This design comes from an exercise in tuning for small area on the open sky130 flow, not from production work.
At most, simulation tests tie the RTL to the original design; equivalence was not proved.
The clock input has no modelled driver; a real chip could not lean on it and would need a root buffer or a full tree.
Power figures rest on the tool's default switching activity, not on a simulated workload.

==> inputs of trial 82 <==
==> flow/design.v <==
`timescale 1ns / 1ps
module stopwatch(
    input           clk,
    input   [1:0]   sw,      
    input           btnS,    
    input           btnR,    
    output  [7:0]   seg,     
    output  [3:0]   an       
    );
    wire rst = btnR;
    wire adj = sw[0];
    wire sel = sw[1];
    reg [7:0] c1;
    reg [6:0] c2;
    reg [1:0] c3;
    wire [16:0] inc = {c3, c2, c1} + 17'd1;
    wire t400 = &c1;
    wire t4   = t400 & (&c2);
    always @(posedge clk) begin
        if (rst) begin
            c1 <= 8'd5;
            c2 <= 7'd28;
            c3 <= 2'd0;
        end
        else begin
            c1 <= inc[7:0] | {5'b0, t400, t400, 1'b0};
            c2 <= inc[14:8] | {2'b0, t4, t4, t4, 2'b0};
            c3 <= inc[16:15];
        end
    end
    reg [2:0] hist;
    reg pause;
    always @(posedge clk) begin
        if (t400)
            hist[2] <= hist[1];
        if (rst) begin
            hist[1:0] <= 2'b00;
            pause <= 1'b0;
        end
        else if (t400) begin
            hist[1:0] <= {hist[0], btnS};
            if (hist == 3'b110)
                pause <= ~pause;
        end
    end
    reg [3:0] so, mo;
    reg [2:0] st, mt;
    reg ps, pm, bs, bm;
    reg mtp, bmp;    
    wire so9 = so == 4'd9;
    wire mo9 = mo == 4'd9;
    wire [3:0] so_n = ps ? (so9 ? 4'd0 : so + 4'd1) : so;
    wire [2:0] st_n = (ps & so9) ? ((st == 3'd5) ? 3'd0 : st + 3'd1) : st;
    wire [3:0] mo_n = pm ? (mo9 ? 4'd0 : mo + 4'd1) : mo;
    wire hz1 = &c3;
    wire hz2 = c3[0];
    wire sec_en = adj ? (sel & hz2) : (~pause & hz1);
    wire min_en = adj ? (~sel & hz2) : (sec_en & so_n == 4'd9 & st_n == 3'd5);
    wire noshow = ~c3[0];
    always @(posedge clk) begin
        if (rst) begin
            so <= 4'd0; st <= 3'd0; mo <= 4'd0;
            ps <= 1'b0; pm <= 1'b0;
            bs <= 1'b1; bmp <= 1'b1;
        end
        else if (t4) begin
            so <= so_n; st <= st_n; mo <= mo_n;
            ps <= sec_en;
            pm <= min_en;
            bs <= adj & sel & noshow;
            bmp <= adj & ~sel & noshow;
        end
    end
    always @(posedge clk) begin
        if (rst) begin
            mt <= 3'd0;
            mtp <= 1'b0;
            bm <= 1'b1;
        end
        else if (t400) begin
            if (mtp)
                mt <= (mt == 3'd5) ? 3'd0 : mt + 3'd1;
            mtp <= t4 & pm & mo9;
            bm <= bmp;
        end
    end
    wire started = ~((c2 == 7'd28) & bs & bmp);
    wire [1:0] pos = c2[1:0] - 2'd1;
    wire [3:0] code = (pos == 2'd0) ? (bs ? 4'hf : so) :
                      (pos == 2'd1) ? (bs ? 4'hf : {1'b0, st}) :
                      (pos == 2'd2) ? (bm ? 4'hf : mo) :
                                      (bm ? 4'hf : {1'b0, mt});
    assign an[0] = ~(started & pos == 2'd0);
    assign an[1] = ~(started & pos == 2'd1);
    assign an[2] = ~(started & pos == 2'd2);
    assign an[3] = ~(started & pos == 2'd3);
    wire [6:0] seg_l =          
        (code == 4'h0) ? ~7'b0111111 :
        (code == 4'h1) ? ~7'b0000110 :
        (code == 4'h2) ? ~7'b1011011 :
        (code == 4'h3) ? ~7'b1001111 :
        (code == 4'h4) ? ~7'b1100110 :
        (code == 4'h5) ? ~7'b1101101 :
        (code == 4'h6) ? ~7'b1111101 :
        (code == 4'h7) ? ~7'b0000111 :
        (code == 4'h8) ? ~7'b1111111 :
        (code == 4'h9) ? ~7'b1101111 :
                         ~7'b0000000;
    assign seg = {1'b1, seg_l};
endmodule
==> flow/flow/run.sh <==
#!/bin/bash
# Layout flow: the standard ORFS flow (standard.sh) with three changes.
#  1. Synthesis is the standard one, but ABC maps the logic with the
#     area-oriented script flow/abc_area.script (registers are mapped before
#     ABC runs, so they are the standard synthesis's, with the same names).
#  2. Port buffers are buf_1 (buffer_ports -buffer_cell).
#  3. CTS inserts no dummy loads and uses the buffers given in flow/cts_args.
# Each step's output goes to a log file of its own in this folder.
set -euo pipefail
W=$(pwd)
rm -rf "$W/scripts_area"
cp -r "$FLOW_HOME/scripts" "$W/scripts_area"
cp "$W/flow/abc_area.script" "$W/scripts_area/abc_area.script"
SCRIPTS_DIR="$W/scripts_area" ABC_AREA=1 bash standard.sh synth > "$W/synth.log" 2>&1
export BUFFER_PORTS_ARGS="-buffer_cell sky130_fd_sc_hd__buf_1"
export CTS_ARGS="$(cat "$W/flow/cts_args")"
bash standard.sh > "$W/layout.log" 2>&1
==> flow/flow/abc_area.script <==
strash
&get -n
&deepsyn -T 30
&put
dch -f
amap
topo
==> flow/flow/cts_args <==
-sink_clustering_enable -repair_clock_nets -dont_use_dummy_load -buf_list sky130_fd_sc_hd__clkbuf_8
==> flow/standard.sh <==
#!/bin/bash
# synth_recipe.tcl (not shown) runs the flow's synth.tcl, then flattens the netlist and writes it again
# the make line also repeats each setting of config.mk as NAME=value (left out here)
make -C /OpenROAD-flow-scripts/flow DESIGN_CONFIG=/design/flow/config.mk WORK_HOME=/design/flow/orfs CLKGATE_MAP_FILE= SYNTH_SCRIPT=/design/flow/synth_recipe.tcl "${@:-finish}"
==> flow/config.mk <==
export PLATFORM = sky130hd
export DESIGN_NAME = stopwatch
export DESIGN_NICKNAME = stopwatch
export VERILOG_FILES = /design/flow/design.v
export SDC_FILE = /design/flow/constraint.sdc
export NUM_CORES = 4
export LEC_CHECK = 0
export CAP_MARGIN = 20
export CORE_MARGIN = 2
export CORE_UTILIZATION = 40
export SLEW_MARGIN = 20
==> flow/constraint.sdc <==
create_clock -name core_clock -period 10.0 [get_ports {clk}]
set_input_delay 2.0000 -clock core_clock [delete_from_list [all_inputs] [get_ports {clk}]]
set_output_delay 2.0000 -clock core_clock [all_outputs]
set_load 0.01 [all_outputs]
==> build 73 (differences from trial 82) <==
==> flow/design.v, changed modules only <==
module stopwatch(
    input           clk,
    input   [1:0]   sw,      
    input           btnS,    
    input           btnR,    
    output  [7:0]   seg,     
    output  [3:0]   an       
    );
    wire rst = btnR;
    wire adj = sw[0];
    wire sel = sw[1];
    reg [7:0] c1;
    reg [6:0] c2;
    reg [1:0] c3;
    wire [16:0] inc = {c3, c2, c1} + 17'd1;
    wire t400 = &c1;
    wire t4   = t400 & (&c2);
    always @(posedge clk) begin
        if (rst) begin
            c1 <= 8'd5;
            c2 <= 7'd28;
            c3 <= 2'd0;
        end
        else begin
            c1 <= inc[7:0] | {5'b0, t400, t400, 1'b0};
            c2 <= inc[14:8] | {2'b0, t4, t4, t4, 2'b0};
            c3 <= inc[16:15];
        end
    end
    reg [2:0] hist;
    reg pause;
    always @(posedge clk) begin
        if (t400)
            hist[2] <= hist[1];
        if (rst) begin
            hist[1:0] <= 2'b00;
            pause <= 1'b0;
        end
        else if (t400) begin
            hist[1:0] <= {hist[0], btnS};
            if (hist == 3'b110)
                pause <= ~pause;
        end
    end
    reg [3:0] so, mo;
    reg [2:0] st, mt;
    reg ps, pm, bs, bm;
    reg mtp, bmp;    
    wire so9 = so == 4'd9;
    wire mo9 = mo == 4'd9;
    wire [3:0] so_n = ps ? (so9 ? 4'd0 : so + 4'd1) : so;
    wire [2:0] st_n = (ps & so9) ? {st[1:0], ~st[2]} : st;
    wire [3:0] mo_n = pm ? (mo9 ? 4'd0 : mo + 4'd1) : mo;
    wire hz1 = &c3;
    wire hz2 = c3[0];
    wire sec_en = adj ? (sel & hz2) : (~pause & hz1);
    wire min_en = adj ? (~sel & hz2) : (sec_en & so_n == 4'd9 & st_n[2] & ~st_n[1]);
    wire noshow = ~c3[0];
    always @(posedge clk) begin
        if (rst) begin
            so <= 4'd0; st <= 3'd0; mo <= 4'd0;
            ps <= 1'b0; pm <= 1'b0;
            bs <= 1'b1; bmp <= 1'b1;
        end
        else if (t4) begin
            so <= so_n; st <= st_n; mo <= mo_n;
            ps <= sec_en;
            pm <= min_en;
            bs <= adj & sel & noshow;
            bmp <= adj & ~sel & noshow;
        end
    end
    always @(posedge clk) begin
        if (rst) begin
            mt <= 3'd0;
            mtp <= 1'b0;
            bm <= 1'b1;
        end
        else if (t400) begin
            if (mtp)
                mt <= {mt[1:0], ~mt[2]};
            mtp <= t4 & pm & mo9;
            bm <= bmp;
        end
    end
    wire started = ~((c2 == 7'd28) & bs & bmp);
    wire [1:0] pos = c2[1:0] - 2'd1;
    wire [2:0] stb = {st[2] & ~st[0], st[1] & st[0], st[0] & ~st[1] | st[2] & st[0] | st[2] & ~st[1]};
    wire [2:0] mtb = {mt[2] & ~mt[0], mt[1] & mt[0], mt[0] & ~mt[1] | mt[2] & mt[0] | mt[2] & ~mt[1]};
    wire [3:0] code = (pos == 2'd0) ? (bs ? 4'hf : so) :
                      (pos == 2'd1) ? (bs ? 4'hf : {1'b0, stb}) :
                      (pos == 2'd2) ? (bm ? 4'hf : mo) :
                                      (bm ? 4'hf : {1'b0, mtb});
    assign an[0] = ~(started & pos == 2'd0);
    assign an[1] = ~(started & pos == 2'd1);
    assign an[2] = ~(started & pos == 2'd2);
    assign an[3] = ~(started & pos == 2'd3);
    wire [6:0] seg_l =          
        (code == 4'h0) ? ~7'b0111111 :
        (code == 4'h1) ? ~7'b0000110 :
        (code == 4'h2) ? ~7'b1011011 :
        (code == 4'h3) ? ~7'b1001111 :
        (code == 4'h4) ? ~7'b1100110 :
        (code == 4'h5) ? ~7'b1101101 :
        (code == 4'h6) ? ~7'b1111101 :
        (code == 4'h7) ? ~7'b0000111 :
        (code == 4'h8) ? ~7'b1111111 :
        (code == 4'h9) ? ~7'b1101111 :
                         ~7'b0000000;
    assign seg = {1'b1, seg_l};
endmodule
==> flow/flow/run.sh (replaced) <==
#!/bin/bash
# Layout flow: the standard ORFS flow (standard.sh) with these changes.
#  1. Synthesis is the standard one, but ABC maps the logic with the
#     area-oriented script flow/abc_area.script (registers are mapped before
#     ABC runs, so they are the standard synthesis's, with the same names).
#  2. Port buffers are buf_1 (buffer_ports -buffer_cell).
#  3. Clock distribution: instead of clock_tree_synthesis, the clock port
#     drives four clkbuf_8 leaf buffers, one per region of the die
#     (flow/leafcts.tcl); the rest of the CTS step (timing repair, detailed
#     placement) is unchanged.
# The ORFS scripts are copied to scripts_area/ and only those two points are
# changed there. Each step's output goes to a log file in this folder.
set -euo pipefail
W=$(pwd)
rm -rf "$W/scripts_area"
cp -r "$FLOW_HOME/scripts" "$W/scripts_area"
cp "$W/flow/abc_area.script" "$W/scripts_area/abc_area.script"
sed -i "s|^log_cmd clock_tree_synthesis {\*}\$cts_args\$|source $W/flow/leafcts.tcl; my_cts|" "$W/scripts_area/cts.tcl"
grep -q "my_cts" "$W/scripts_area/cts.tcl"
export SCRIPTS_DIR="$W/scripts_area"
ABC_AREA=1 bash standard.sh synth > "$W/synth.log" 2>&1
export BUFFER_PORTS_ARGS="-buffer_cell sky130_fd_sc_hd__buf_1"
bash standard.sh > "$W/layout.log" 2>&1
==> flow/flow/leafcts.tcl (new file) <==
# Clock distribution: the clock port drives N leaf buffers directly, each
# feeding the flip-flops of one region of the die (regions split at the
# median x, then at the median y of each half).
proc my_leaf_cts { buf n } {
  set block [ord::get_db_block]
  set sinks {}
  foreach p [get_pins -hierarchical */CLK] {
    set inst [sta::sta_to_db_inst [get_cells -of_objects $p]]
    set bb [$inst getBBox]
    lappend sinks [list $p [expr {([$bb xMin] + [$bb xMax]) / 2}] [expr {([$bb yMin] + [$bb yMax]) / 2}]]
  }
  set groups [list $sinks]
  while { [llength $groups] < $n } {
    # split the largest group along its longer side
    set gi 0; set best -1
    for {set i 0} {$i < [llength $groups]} {incr i} {
      if { [llength [lindex $groups $i]] > $best } { set best [llength [lindex $groups $i]]; set gi $i }
    }
    set g [lindex $groups $gi]
    set xs [lmap s $g {lindex $s 1}]; set ys [lmap s $g {lindex $s 2}]
    set dx [expr {[tcl::mathfunc::max {*}$xs] - [tcl::mathfunc::min {*}$xs]}]
    set dy [expr {[tcl::mathfunc::max {*}$ys] - [tcl::mathfunc::min {*}$ys]}]
    set k [expr {$dx >= $dy ? 1 : 2}]
    set g [lsort -integer -index $k $g]
    set h [expr {[llength $g] / 2}]
    set groups [lreplace $groups $gi $gi [lrange $g 0 [expr {$h - 1}]] [lrange $g $h end]]
  }
  set i 0
  foreach g $groups {
    set pins [lmap s $g {lindex $s 0}]
    set cx 0; set cy 0
    foreach s $g { set cx [expr {$cx + [lindex $s 1]}]; set cy [expr {$cy + [lindex $s 2]}] }
    set cx [expr {$cx / [llength $g] / 1000.0}]; set cy [expr {$cy / [llength $g] / 1000.0}]
    insert_buffer -buffer_cell $buf -net clk -load_pins $pins -location [list $cx $cy] -buffer_name clkbuf_leaf_$i -net_name clk_leaf_$i
    incr i
  }
}

# Used in place of clock_tree_synthesis in cts.tcl (see run.sh).
proc my_cts { } {
  my_leaf_cts sky130_fd_sc_hd__clkbuf_8 4
  global_connect
  set_propagated_clock [all_clocks]
}
removed: flow/flow/cts_args
==> comparison table <==
Result of the run: trial 82 complete, no violations; build 73 complete, no violations
Cell area after synthesis: trial 82 1790 um2; build 73 1770 um2
Via count: trial 82 1,574; build 73 1,607
Netlist cell types: trial 82 31; build 73 32
Max_slew headroom: trial 82 40.0%; build 73 62.1%
Critical path peak fanout: trial 82 7; build 73 8
Sequential portion of the cell area: trial 82 42.2%; build 73 42.7%
Via count of the first global-routing pass: trial 82 1,406; build 73 1,443
Detailed placement HPWL: trial 82 2760 um; build 73 2780 um
Power per cell area: trial 82 140 nW/um2; build 73 134 nW/um2
Leading cell type by number of instances after synthesis: trial 82 sky130_fd_sc_hd__nor2_1; build 73 sky130_fd_sc_hd__dfxtp_1
Placeable core region: trial 82 4320 um2; build 73 4290 um2
Net switching share of the total power: trial 82 22.0%; build 73 20.5%
Share of cells above drive strength 1: trial 82 1.96%; build 73 1.99%
Function not checked in build 73: the RTL went through the layout flow alone. In build 73 the design's own scripts or RTL, not TritonCTS, make the clock network.

* * *

==> willow <==
Another version of the RTL of stopwatch (not shown whole).
==> module stopwatch, before the edit <==
module stopwatch(
    input           clk,
    input   [1:0]   sw,      
    input           btnS,    
    input           btnR,    
    output  [7:0]   seg,     
    output  [3:0]   an       
    );
    wire rst = btnR;
    wire adj = sw[0];
    wire sel = sw[1];
    reg [7:0] c1;
    reg [6:0] c2;
    reg [1:0] c3;
    wire [16:0] inc = {c3, c2, c1} + 17'd1;
    wire t400 = &c1;
    wire t4   = t400 & (&c2);
    always @(posedge clk) begin
        if (rst) begin
            c1 <= 8'd5;
            c2 <= 7'd28;
            c3 <= 2'd0;
        end
        else begin
            c1 <= inc[7:0] | {5'b0, t400, t400, 1'b0};
            c2 <= inc[14:8] | {2'b0, t4, t4, t4, 2'b0};
            c3 <= inc[16:15];
        end
    end
    reg [2:0] hist;
    reg pause;
    always @(posedge clk) begin
        if (t400)
            hist[2] <= hist[1];
        if (rst) begin
            hist[1:0] <= 2'b00;
            pause <= 1'b0;
        end
        else if (t400) begin
            hist[1:0] <= {hist[0], btnS};
            if (hist == 3'b110)
                pause <= ~pause;
        end
    end
    reg [3:0] so, mo;
    reg [2:0] st, mt;
    reg ps, pm, bs, bm;
    wire so9 = so == 4'd9;
    wire mo9 = mo == 4'd9;
    wire [3:0] so_n = ps ? (so9 ? 4'd0 : so + 4'd1) : so;
    wire [2:0] st_n = (ps & so9) ? ((st == 3'd5) ? 3'd0 : st + 3'd1) : st;
    wire [3:0] mo_n = pm ? (mo9 ? 4'd0 : mo + 4'd1) : mo;
    wire [2:0] mt_n = (pm & mo9) ? ((mt == 3'd5) ? 3'd0 : mt + 3'd1) : mt;
    wire hz1 = &c3;
    wire hz2 = c3[0];
    wire sec_en = adj ? (sel & hz2) : (~pause & hz1);
    wire min_en = adj ? (~sel & hz2) : (sec_en & so_n == 4'd9 & st_n == 3'd5);
    wire noshow = ~c3[0];
    always @(posedge clk) begin
        if (rst) begin
            so <= 4'd0; st <= 3'd0; mo <= 4'd0; mt <= 3'd0;
            ps <= 1'b0; pm <= 1'b0;
            bs <= 1'b1; bm <= 1'b1;
        end
        else if (t4) begin
            so <= so_n; st <= st_n; mo <= mo_n; mt <= mt_n;
            ps <= sec_en;
            pm <= min_en;
            bs <= adj & sel & noshow;
            bm <= adj & ~sel & noshow;
        end
    end
    reg [3:0] code;
    reg started;
    wire [1:0] pos = c2[1:0] - 2'd1;
    always @(posedge clk) begin
        if (rst) begin
            code <= 4'hf;
            started <= 1'b0;
        end
        else if (t400) begin
            started <= 1'b1;
            case (c2[1:0])
                2'd0: code <= bs ? 4'hf : so;
                2'd1: code <= bs ? 4'hf : {1'b0, st};
                2'd2: code <= bm ? 4'hf : mo;
                2'd3: code <= bm ? 4'hf : {1'b0, mt};
            endcase
        end
    end
    assign an[0] = ~(started & pos == 2'd0);
    assign an[1] = ~(started & pos == 2'd1);
    assign an[2] = ~(started & pos == 2'd2);
    assign an[3] = ~(started & pos == 2'd3);
    wire [6:0] seg_l =          
        (code == 4'h0) ? ~7'b0111111 :
        (code == 4'h1) ? ~7'b0000110 :
        (code == 4'h2) ? ~7'b1011011 :
        (code == 4'h3) ? ~7'b1001111 :
        (code == 4'h4) ? ~7'b1100110 :
        (code == 4'h5) ? ~7'b1101101 :
        (code == 4'h6) ? ~7'b1111101 :
        (code == 4'h7) ? ~7'b0000111 :
        (code == 4'h8) ? ~7'b1111111 :
        (code == 4'h9) ? ~7'b1101111 :
                         ~7'b0000000;
    assign seg = {1'b1, seg_l};
endmodule
clock: 10.0 ns
lec_check: 0
cap_margin: 20
core_margin: 2
core_utilization: 40
slew_margin: 20
standard.sh (not shown) runs the stock make flow with config.mk's settings and CLKGATE_MAP_FILE= SYNTH_SCRIPT=/design/flow/synth_recipe.tcl, a recipe that flattens the netlist after the stock synthesis.
==> flow/flow/run.sh <==
#!/bin/bash
# Standard ORFS layout (the standard.sh) with two changes:
#  - port buffers are buf_1 instead of the default choice,
#  - CTS inserts no dummy load cells and uses small clock buffers.
set -euo pipefail
export BUFFER_PORTS_ARGS="-buffer_cell sky130_fd_sc_hd__buf_1"
export CTS_ARGS="-sink_clustering_enable -repair_clock_nets -dont_use_dummy_load -buf_list sky130_fd_sc_hd__clkbuf_4"
bash standard.sh > standard_make.log 2>&1
==> inputs of delta, as changes to willow <==
==> flow/run.sh (new file) <==
#!/bin/bash
# synth_recipe.tcl (not shown) runs the flow's synth.tcl, then flattens the netlist and writes it again
# the make line also repeats each setting of config.mk as NAME=value (left out here)
make -C /OpenROAD-flow-scripts/flow DESIGN_CONFIG=/design/flow/config.mk WORK_HOME=/design/flow/orfs CLKGATE_MAP_FILE= SYNTH_SCRIPT=/design/flow/synth_recipe.tcl finish
removed: flow/flow/run.sh
removed: flow/standard.sh
==> inputs of sierra, as changes to willow <==
==> flow/design.v, changed modules only <==
module stopwatch(
    input           clk,
    input   [1:0]   sw,      
    input           btnS,    
    input           btnR,    
    output  [7:0]   seg,     
    output  [3:0]   an       
    );
    wire rst = btnR;
    wire adj = sw[0];
    wire sel = sw[1];
    reg [7:0] c1;
    reg [6:0] c2;
    reg [1:0] c3;
    wire [16:0] inc = {c3, c2, c1} + 17'd1;
    wire t400 = &c1;
    wire t4   = t400 & (&c2);
    always @(posedge clk) begin
        if (rst) begin
            c1 <= 8'd5;
            c2 <= 7'd28;
            c3 <= 2'd0;
        end
        else begin
            c1 <= inc[7:0] | {5'b0, t400, t400, 1'b0};
            c2 <= inc[14:8] | {2'b0, t4, t4, t4, 2'b0};
            c3 <= inc[16:15];
        end
    end
    reg [2:0] hist;
    reg pause;
    always @(posedge clk) begin
        if (t400)
            hist[2] <= hist[1];
        if (rst) begin
            hist[1:0] <= 2'b00;
            pause <= 1'b0;
        end
        else if (t400) begin
            hist[1:0] <= {hist[0], btnS};
            if (hist == 3'b110)
                pause <= ~pause;
        end
    end
    reg [3:0] so, mo;
    reg [2:0] st, mt;
    reg ps, pm, bs, bm;
    reg mtp, bmp;    
    wire so9 = so == 4'd9;
    wire mo9 = mo == 4'd9;
    wire [3:0] so_n = ps ? (so9 ? 4'd0 : so + 4'd1) : so;
    wire [2:0] st_n = (ps & so9) ? ((st == 3'd5) ? 3'd0 : st + 3'd1) : st;
    wire [3:0] mo_n = pm ? (mo9 ? 4'd0 : mo + 4'd1) : mo;
    wire hz1 = &c3;
    wire hz2 = c3[0];
    wire sec_en = adj ? (sel & hz2) : (~pause & hz1);
    wire min_en = adj ? (~sel & hz2) : (sec_en & so_n == 4'd9 & st_n == 3'd5);
    wire noshow = ~c3[0];
    always @(posedge clk) begin
        if (rst) begin
            so <= 4'd0; st <= 3'd0; mo <= 4'd0;
            ps <= 1'b0; pm <= 1'b0;
            bs <= 1'b1; bmp <= 1'b1;
        end
        else if (t4) begin
            so <= so_n; st <= st_n; mo <= mo_n;
            ps <= sec_en;
            pm <= min_en;
            bs <= adj & sel & noshow;
            bmp <= adj & ~sel & noshow;
        end
    end
    always @(posedge clk) begin
        if (rst) begin
            mt <= 3'd0;
            mtp <= 1'b0;
            bm <= 1'b1;
        end
        else if (t400) begin
            if (mtp)
                mt <= (mt == 3'd5) ? 3'd0 : mt + 3'd1;
            mtp <= t4 & pm & mo9;
            bm <= bmp;
        end
    end
    reg started;
    always @(posedge clk) begin
        if (rst)
            started <= 1'b0;
        else if (t400)
            started <= 1'b1;
    end
    wire [1:0] pos = c2[1:0] - 2'd1;
    wire [3:0] code = (pos == 2'd0) ? (bs ? 4'hf : so) :
                      (pos == 2'd1) ? (bs ? 4'hf : {1'b0, st}) :
                      (pos == 2'd2) ? (bm ? 4'hf : mo) :
                                      (bm ? 4'hf : {1'b0, mt});
    assign an[0] = ~(started & pos == 2'd0);
    assign an[1] = ~(started & pos == 2'd1);
    assign an[2] = ~(started & pos == 2'd2);
    assign an[3] = ~(started & pos == 2'd3);
    wire [6:0] seg_l =          
        (code == 4'h0) ? ~7'b0111111 :
        (code == 4'h1) ? ~7'b0000110 :
        (code == 4'h2) ? ~7'b1011011 :
        (code == 4'h3) ? ~7'b1001111 :
        (code == 4'h4) ? ~7'b1100110 :
        (code == 4'h5) ? ~7'b1101101 :
        (code == 4'h6) ? ~7'b1111101 :
        (code == 4'h7) ? ~7'b0000111 :
        (code == 4'h8) ? ~7'b1111111 :
        (code == 4'h9) ? ~7'b1101111 :
                         ~7'b0000000;
    assign seg = {1'b1, seg_l};
endmodule
==> flow/flow/run.sh (replaced) <==
#!/bin/bash
# Layout flow: the standard ORFS flow (standard.sh) with three changes.
#  1. Synthesis is the standard one, but ABC maps the logic with the
#     area-oriented script flow/abc_area.script (registers are mapped before
#     ABC runs, so they are the standard synthesis's, with the same names).
#  2. Port buffers are buf_1 (buffer_ports -buffer_cell).
#  3. CTS inserts no dummy loads and uses the buffers given in flow/cts_args.
# Each step's output goes to a log file of its own in this folder.
set -euo pipefail
W=$(pwd)
rm -rf "$W/scripts_area"
cp -r "$FLOW_HOME/scripts" "$W/scripts_area"
cp "$W/flow/abc_area.script" "$W/scripts_area/abc_area.script"
SCRIPTS_DIR="$W/scripts_area" ABC_AREA=1 bash standard.sh synth > "$W/synth.log" 2>&1
export BUFFER_PORTS_ARGS="-buffer_cell sky130_fd_sc_hd__buf_1"
export CTS_ARGS="$(cat "$W/flow/cts_args")"
bash standard.sh > "$W/layout.log" 2>&1
==> flow/flow/abc_area.script (new file) <==
strash
dc2
dch -f
amap
strash
dc2
dch -f
amap
topo
==> flow/flow/cts_args (new file) <==
-sink_clustering_enable -repair_clock_nets -dont_use_dummy_load -buf_list sky130_fd_sc_hd__clkbuf_8
==> inputs of umber, as changes to willow <==
==> flow/design.v, changed modules only <==
module stopwatch(
    input           clk,
    input   [1:0]   sw,      
    input           btnS,    
    input           btnR,    
    output  [7:0]   seg,     
    output  [3:0]   an       
    );
    wire rst = btnR;
    wire adj = sw[0];
    wire sel = sw[1];
    reg [7:0] c1;
    reg [6:0] c2;
    reg [1:0] c3;
    wire [16:0] inc = {c3, c2, c1} + 17'd1;
    wire t400 = &c1;
    wire t4   = t400 & (&c2);
    always @(posedge clk) begin
        if (rst) begin
            c1 <= 8'd5;
            c2 <= 7'd28;
            c3 <= 2'd0;
        end
        else begin
            c1 <= inc[7:0] | {5'b0, t400, t400, 1'b0};
            c2 <= inc[14:8] | {2'b0, t4, t4, t4, 2'b0};
            c3 <= inc[16:15];
        end
    end
    reg [2:0] hist;
    reg pause;
    always @(posedge clk) begin
        if (t400)
            hist[2] <= hist[1];
        if (rst) begin
            hist[1:0] <= 2'b00;
            pause <= 1'b0;
        end
        else if (t400) begin
            hist[1:0] <= {hist[0], btnS};
            if (hist == 3'b110)
                pause <= ~pause;
        end
    end
    reg [3:0] so, mo;
    reg [2:0] st, mt;
    reg ps, pm, bs, bm;
    reg mtp, bmp;    
    wire so9 = so == 4'd9;
    wire mo9 = mo == 4'd9;
    wire [3:0] so_n = ps ? (so9 ? 4'd0 : so + 4'd1) : so;
    wire [2:0] st_n = (ps & so9) ? ((st == 3'd5) ? 3'd0 : st + 3'd1) : st;
    wire [3:0] mo_n = pm ? (mo9 ? 4'd0 : mo + 4'd1) : mo;
    wire hz1 = &c3;
    wire hz2 = c3[0];
    wire sec_en = adj ? (sel & hz2) : (~pause & hz1);
    wire min_en = adj ? (~sel & hz2) : (sec_en & so_n == 4'd9 & st_n == 3'd5);
    wire noshow = ~c3[0];
    always @(posedge clk) begin
        if (rst) begin
            so <= 4'd0; st <= 3'd0; mo <= 4'd0;
            ps <= 1'b0; pm <= 1'b0;
            bs <= 1'b1; bmp <= 1'b1;
        end
        else if (t4) begin
            so <= so_n; st <= st_n; mo <= mo_n;
            ps <= sec_en;
            pm <= min_en;
            bs <= adj & sel & noshow;
            bmp <= adj & ~sel & noshow;
        end
    end
    always @(posedge clk) begin
        if (rst) begin
            mt <= 3'd0;
            mtp <= 1'b0;
            bm <= 1'b1;
        end
        else if (t400) begin
            if (mtp)
                mt <= (mt == 3'd5) ? 3'd0 : mt + 3'd1;
            mtp <= t4 & pm & mo9;
            bm <= bmp;
        end
    end
    reg started;
    always @(posedge clk) begin
        if (rst)
            started <= 1'b0;
        else if (t400)
            started <= 1'b1;
    end
    wire [1:0] pos = c2[1:0] - 2'd1;
    wire [3:0] code = (pos == 2'd0) ? (bs ? 4'hf : so) :
                      (pos == 2'd1) ? (bs ? 4'hf : {1'b0, st}) :
                      (pos == 2'd2) ? (bm ? 4'hf : mo) :
                                      (bm ? 4'hf : {1'b0, mt});
    assign an[0] = ~(started & pos == 2'd0);
    assign an[1] = ~(started & pos == 2'd1);
    assign an[2] = ~(started & pos == 2'd2);
    assign an[3] = ~(started & pos == 2'd3);
    wire [6:0] seg_l =          
        (code == 4'h0) ? ~7'b0111111 :
        (code == 4'h1) ? ~7'b0000110 :
        (code == 4'h2) ? ~7'b1011011 :
        (code == 4'h3) ? ~7'b1001111 :
        (code == 4'h4) ? ~7'b1100110 :
        (code == 4'h5) ? ~7'b1101101 :
        (code == 4'h6) ? ~7'b1111101 :
        (code == 4'h7) ? ~7'b0000111 :
        (code == 4'h8) ? ~7'b1111111 :
        (code == 4'h9) ? ~7'b1101111 :
                         ~7'b0000000;
    assign seg = {1'b1, seg_l};
endmodule
==> flow/flow/run.sh (replaced) <==
#!/bin/bash
# Layout flow: the standard ORFS flow (standard.sh) with three changes.
#  1. Synthesis is the standard one, but ABC maps the logic with the
#     area-oriented script flow/abc_area.script (registers are mapped before
#     ABC runs, so they are the standard synthesis's, with the same names).
#  2. Port buffers are buf_1 (buffer_ports -buffer_cell).
#  3. CTS inserts no dummy loads and uses the buffers given in flow/cts_args.
# Each step's output goes to a log file of its own in this folder.
set -euo pipefail
W=$(pwd)
rm -rf "$W/scripts_area"
cp -r "$FLOW_HOME/scripts" "$W/scripts_area"
cp "$W/flow/abc_area.script" "$W/scripts_area/abc_area.script"
SCRIPTS_DIR="$W/scripts_area" ABC_AREA=1 bash standard.sh synth > "$W/synth.log" 2>&1
export BUFFER_PORTS_ARGS="-buffer_cell sky130_fd_sc_hd__buf_1"
export CTS_ARGS="$(cat "$W/flow/cts_args")"
bash standard.sh > "$W/layout.log" 2>&1
==> flow/flow/abc_area.script (new file) <==
strash
dc2
dch -f
amap
strash
dc2
dch -f
amap
topo
==> flow/flow/cts_args (new file) <==
-sink_clustering_enable -repair_clock_nets -dont_use_dummy_load -buf_list sky130_fd_sc_hd__clkbuf_8 -sink_clustering_size 50 -sink_clustering_max_diameter 200
==> qor summary <==
item                                                                   umber                    willow                             delta                    sierra
Sw power                                                           0.0585 mW                 0.0633 mW                         0.0698 mW                 0.0585 mW
Wire length reported by the detailed router                          3900 um                   4390 um                           4540 um                   3900 um
Outcome                                              complete, no violations   complete, no violations           complete, no violations   complete, no violations
Cells on worst reg2reg path                                               15                         4                                 4                        15
Worst VDD drop                                                   0.0000535 V               0.0000892 V                       0.0000703 V               0.0000535 V
Area of the mapped netlist                                     0.00189 sq mm             0.00224 sq mm                     0.00224 sq mm             0.00189 sq mm
Number of sinks on the clock net                                          42                        44                                44                        42
Average wire length per cell after detail routing                    12.1 um                   12.8 um                           13.1 um                   12.1 um
Met1 Use GR                                                            21.3%                     20.6%                             21.1%                     21.3%
Worst-margin pin slew                                                      -                  0.689 ns                          0.679 ns                         -
Worst path setup slack after routing                                 5.34 ns                   6.36 ns                           6.04 ns                   5.34 ns
Post-layout nets                                                         277                       280                               280                       277
Number of cells on the critical path                                      10                         4                                 4                        10
Layout overhead on the synthesized area                                10.2%                     5.31%                             12.6%                     10.2%
Critical-path cell with the highest stage delay     sky130_fd_sc_hd__dfxtp_1  sky130_fd_sc_hd__dfxtp_1  sky130_fd_sc_hd__clkdlybuf4s50_1  sky130_fd_sc_hd__dfxtp_1
Most common cell after layout, fill and taps aside   sky130_fd_sc_hd__nor2_1  sky130_fd_sc_hd__dfxtp_1          sky130_fd_sc_hd__dfxtp_1   sky130_fd_sc_hd__nor2_1
Detailed placement HPWL                                              2860 um                   3000 um                           3090 um                   2860 um
Maximum fanout along the worst path                                        6                        11                                11                         6
Count of non-CTS inverters in the layout                                  30                         9                                 9                        30
Overall power consumption                                           0.276 mW                  0.269 mW                          0.327 mW                  0.276 mW
Layout cell share with drive strength beyond 1                         2.23%                     5.15%                             5.82%                     2.23%

==> separate check: timing with driven ports <==
The flow's constraints put no driver on any port. The routed layouts listed below were extracted and timed again, unchanged, in two steps.
Step 1 sets driving cells, clkbuf_16 on the clock port and buf_2 on the other inputs (assumed; they add their load-dependent delay and slew).
Step 2, shift: input delay + t, output delay - t, t = (earliest + latest rising clock arrival at the registers) / 2. This alone moves slack from input paths to output paths.
Slacks: ideal ports / drivers / drivers and shift; pairs: ideal ports / drivers.
run | t (ns) | slack for setup (ns) | hold WS [ns] | worst setup path at the end
trial 82 | 0.309 | 5.356 / 5.331 / 5.641 | 0.404 / 0.404 / 0.404 | register to output
build 73 | 0.186 | 5.616 / 5.562 / 5.748 | 0.409 / 0.409 / 0.409 | register to output
willow | 0.370 | 6.358 / 6.332 / 6.639 | 0.461 / 0.461 / 0.461 | input to register
delta | 0.321 | 6.045 / 6.016 / 6.250 | 0.451 / 0.451 / 0.451 | input to register
sierra | 0.315 | 5.336 / 5.309 / 5.623 | 0.406 / 0.406 / 0.406 | register to output
umber | 0.315 | 5.336 / 5.309 / 5.623 | 0.406 / 0.406 / 0.406 | register to output
After both steps setup and hold are still met in every run listed.
